What follows belongs to an exercise in optimizing a design on an open flow for small area; a production flow would make more cautious choices. Where RTL was checked, it was by simulation tests only, not by an equivalence proof against the original. No activity file was given, so power comes from the tool's default toggle rates.

// relogio
module relogio
(
        input clock,
        input reset,
        input soma,
        input subtracao,
        input cont,
        input start,
        output [7:0] an,
        output [7:0] dec_cat
);
  wire soma_ed, subtracao_ed, cont_ed;
  edge_detector menosf (.clock(clock), .reset(reset), .din(subtracao), .rising(subtracao_ed));
  edge_detector maisf  (.clock(clock), .reset(reset), .din(soma),      .rising(soma_ed));
  edge_detector contf  (.clock(clock), .reset(reset), .din(cont),      .rising(cont_ed));
  reg [3:0] ph;
  reg [2:0] dig;
  reg [6:0] q;
  wire ph_end = ph[3] & ph[0];                     
  wire q_end  = &q[6:2];                           
  wire step   = ph_end;
  wire tick   = (ph == 4'd4) & (dig == 3'd4) & (q == 7'd62);
  always @(posedge clock or posedge reset)
  begin
    if (reset) begin
      ph  <= 4'd5;
      dig <= 3'd0;
      q   <= 7'd0;
    end
    else begin
      ph <= ph_end ? 4'd0 : ph + 4'd1;
      if (step) begin
        dig <= dig + 3'd1;
        if (dig == 3'd7)
          q <= q_end ? 7'd0 : q + 7'd1;
      end
    end
  end
  reg [1:0] EA;
  reg r1, ca;
  always @(posedge clock or posedge reset)
  begin
    if (reset) begin
      EA <= 2'd0;
      r1 <= 1'b0;
      ca <= 1'b0;
    end
    else begin
      r1 <= cont_ed;
      ca <= cont_ed | r1 | (EA != 2'd0);
      if (r1)
        EA <= EA + 2'd1;
    end
  end
  reg [11:0] bcnt;
  reg blink;
  wire bend = bcnt[11] & bcnt[8] & bcnt[7] & bcnt[6] & bcnt[1] & bcnt[0];  
  always @(posedge clock or posedge reset)
  begin
    if (reset) begin
      bcnt  <= 12'd0;
      blink <= 1'b0;
    end
    else if (bend | cont_ed) begin
      bcnt  <= 12'd0;
      blink <= ~blink;
    end
  ...
Size in the first run: about 820 cells after synthesis, roughly 130 flip-flops, about 7500 sq um of cells after synthesis.
Settings: LEC_CHECK=0, CAP_MARGIN=20, CORE_MARGIN=2, CORE_UTILIZATION=70, CTS_BUF_LIST=sky130_fd_sc_hd__clkbuf_8, SLEW_MARGIN=20; clock period 10.0 ns.
run.sh (not shown) runs the stock make flow with config.mk's settings and CLKGATE_MAP_FILE= SYNTH_SCRIPT=/design/flow/synth_recipe.tcl, a recipe that flattens the netlist after the stock synthesis.
Edit:
--- a/flow/config.mk
+++ b/flow/config.mk
@@ -7,2 +7,3 @@
 export LEC_CHECK = 0
+export ABC_AREA = 1
 export CAP_MARGIN = 20
@@ -10,3 +11,2 @@
 export CORE_UTILIZATION = 70
-export CTS_BUF_LIST = sky130_fd_sc_hd__clkbuf_8
 export SLEW_MARGIN = 20
After rerunning: Wire length rose by about 12%; sequential share of layout area goes down by 2.4 points; total power increases by 8.3%; non-clock buffer count falls by 2.
No functional check of the RTL was part of any run of this note.

relogio, a different RTL version from the one above (not shown whole).
Size: about 670 cells after synthesis, ~130 flip-flops, ~22 I/O pins.
==> flow/config.mk <==
export PLATFORM = sky130hd
export DESIGN_NAME = relogio
export DESIGN_NICKNAME = relogio
export VERILOG_FILES = /design/flow/design.v
export SDC_FILE = /design/flow/constraint.sdc
export NUM_CORES = 4
export LEC_CHECK = 0
export CAP_MARGIN = 20
export CORE_MARGIN = 2
export CORE_UTILIZATION = 70
export CTS_BUF_LIST = sky130_fd_sc_hd__clkbuf_8
export SLEW_MARGIN = 20
==> flow/constraint.sdc <==
create_clock -name core_clock -period 10.0 [get_ports {clock}]
set_input_delay 2.0000 -clock core_clock [delete_from_list [all_inputs] [get_ports {clock}]]
set_output_delay 2.0000 -clock core_clock [all_outputs]
set_load 0.01 [all_outputs]
standard.sh (not shown) runs the stock make flow with config.mk's settings and CLKGATE_MAP_FILE= SYNTH_SCRIPT=/design/flow/synth_recipe.tcl, a recipe that flattens the netlist after the stock synthesis.
==> flow/flow/run.sh <==
#!/bin/bash
# Own layout flow: the standard flow (standard.sh) with
#  - the standard synthesis script plus an area-oriented ABC script and
#    no full/half-adder extraction (flow/abc_proc.tcl, flow/area.abc);
#  - ports buffered with the smallest buffer.
# Each tool's full output stays in orfs/logs/ (one log per step); make's own
# output goes to flow_make.log.
set -euo pipefail
W=$(pwd)
export OWN_ABC_SCRIPT=$W/flow/area.abc
{ head -n 1 "$W/synth_recipe.tcl"; cat "$W/flow/abc_proc.tcl"; tail -n +2 "$W/synth_recipe.tcl"; } > "$W/own_synth.tcl"
bash "$W/standard.sh" SYNTH_SCRIPT="$W/own_synth.tcl" ADDER_MAP_FILE= \
  BUFFER_PORTS_ARGS="-buffer_cell sky130_fd_sc_hd__buf_1" finish > "$W/flow_make.log" 2>&1
==> flow/flow/abc_proc.tcl <==
# Map the logic for area: run ABC with flow/area.abc in place of the
# script the standard synthesis passes (registers are mapped before ABC
# runs, so they stay as the standard synthesis makes them).
proc abc {args} {
  set i [lsearch $args -script]
  if {$i >= 0} { lset args [expr {$i + 1}] $::env(OWN_ABC_SCRIPT) }
  yosys abc {*}$args
}
==> flow/flow/area.abc <==
strash
ifraig
dc2
strash
dch -f
amap
==> next run, changes <==
--- a/flow/flow/run.sh
+++ b/flow/flow/run.sh
@@ -11,3 +11,4 @@
 { head -n 1 "$W/synth_recipe.tcl"; cat "$W/flow/abc_proc.tcl"; tail -n +2 "$W/synth_recipe.tcl"; } > "$W/own_synth.tcl"
 bash "$W/standard.sh" SYNTH_SCRIPT="$W/own_synth.tcl" ADDER_MAP_FILE= \
-  BUFFER_PORTS_ARGS="-buffer_cell sky130_fd_sc_hd__buf_1" finish > "$W/flow_make.log" 2>&1
+  BUFFER_PORTS_ARGS="-buffer_cell sky130_fd_sc_hd__buf_1" \
+  CTS_ARGS="-sink_clustering_enable -repair_clock_nets -dont_use_dummy_load -buf_list sky130_fd_sc_hd__clkbuf_8" finish > "$W/flow_make.log" 2>&1
After rerunning: The changed run went through all stages and came out clean; power shrinks by 7.5%; sequential power is about the same; sequential share of layout area increases by 1.3 points; global-route usage decreases by 0.36 points.

[what the ideal ports hide]
How much do the figures lean on ideal ports? The routed layouts below were timed once more, with nothing changed but the port constraints.
Step 1 (the two cells are an assumption about what drives the block):
set clk [get_ports {clock}]
set_driving_cell -lib_cell sky130_fd_sc_hd__clkbuf_16 $clk
set_driving_cell -lib_cell sky130_fd_sc_hd__buf_2 [delete_from_list [all_inputs] $clk]
Step 2 moves the port delays by t, midway between the first and last clock arrival at a register: inputs arrive t later, outputs are due t later. That takes back most of the time a late clock gives input paths.
Three values: ideal ports, drivers, drivers and shift; two values: the first two.
run | t, ns | slack for setup (ns) | hold WS [ns] | worst data-port slew with drivers (ns)
the first run of note 1 | 0.476 | 5.758 / 5.723 / 6.199 | 0.435 / 0.435 / 0.435 | 0.03
the second run of note 1 | 0.569 | 5.556 / 5.521 / 6.090 | 0.427 / 0.427 / 0.427 | 0.03
the first run of note 2 | 0.462 | 5.027 / 5.027 / 5.027 | 0.424 / 0.424 / 0.424 | 0.03
the second run of note 2 | 0.453 | 5.001 / 5.001 / 5.001 | 0.426 / 0.426 / 0.426 | 0.03
After both steps every run listed still meets setup and hold.
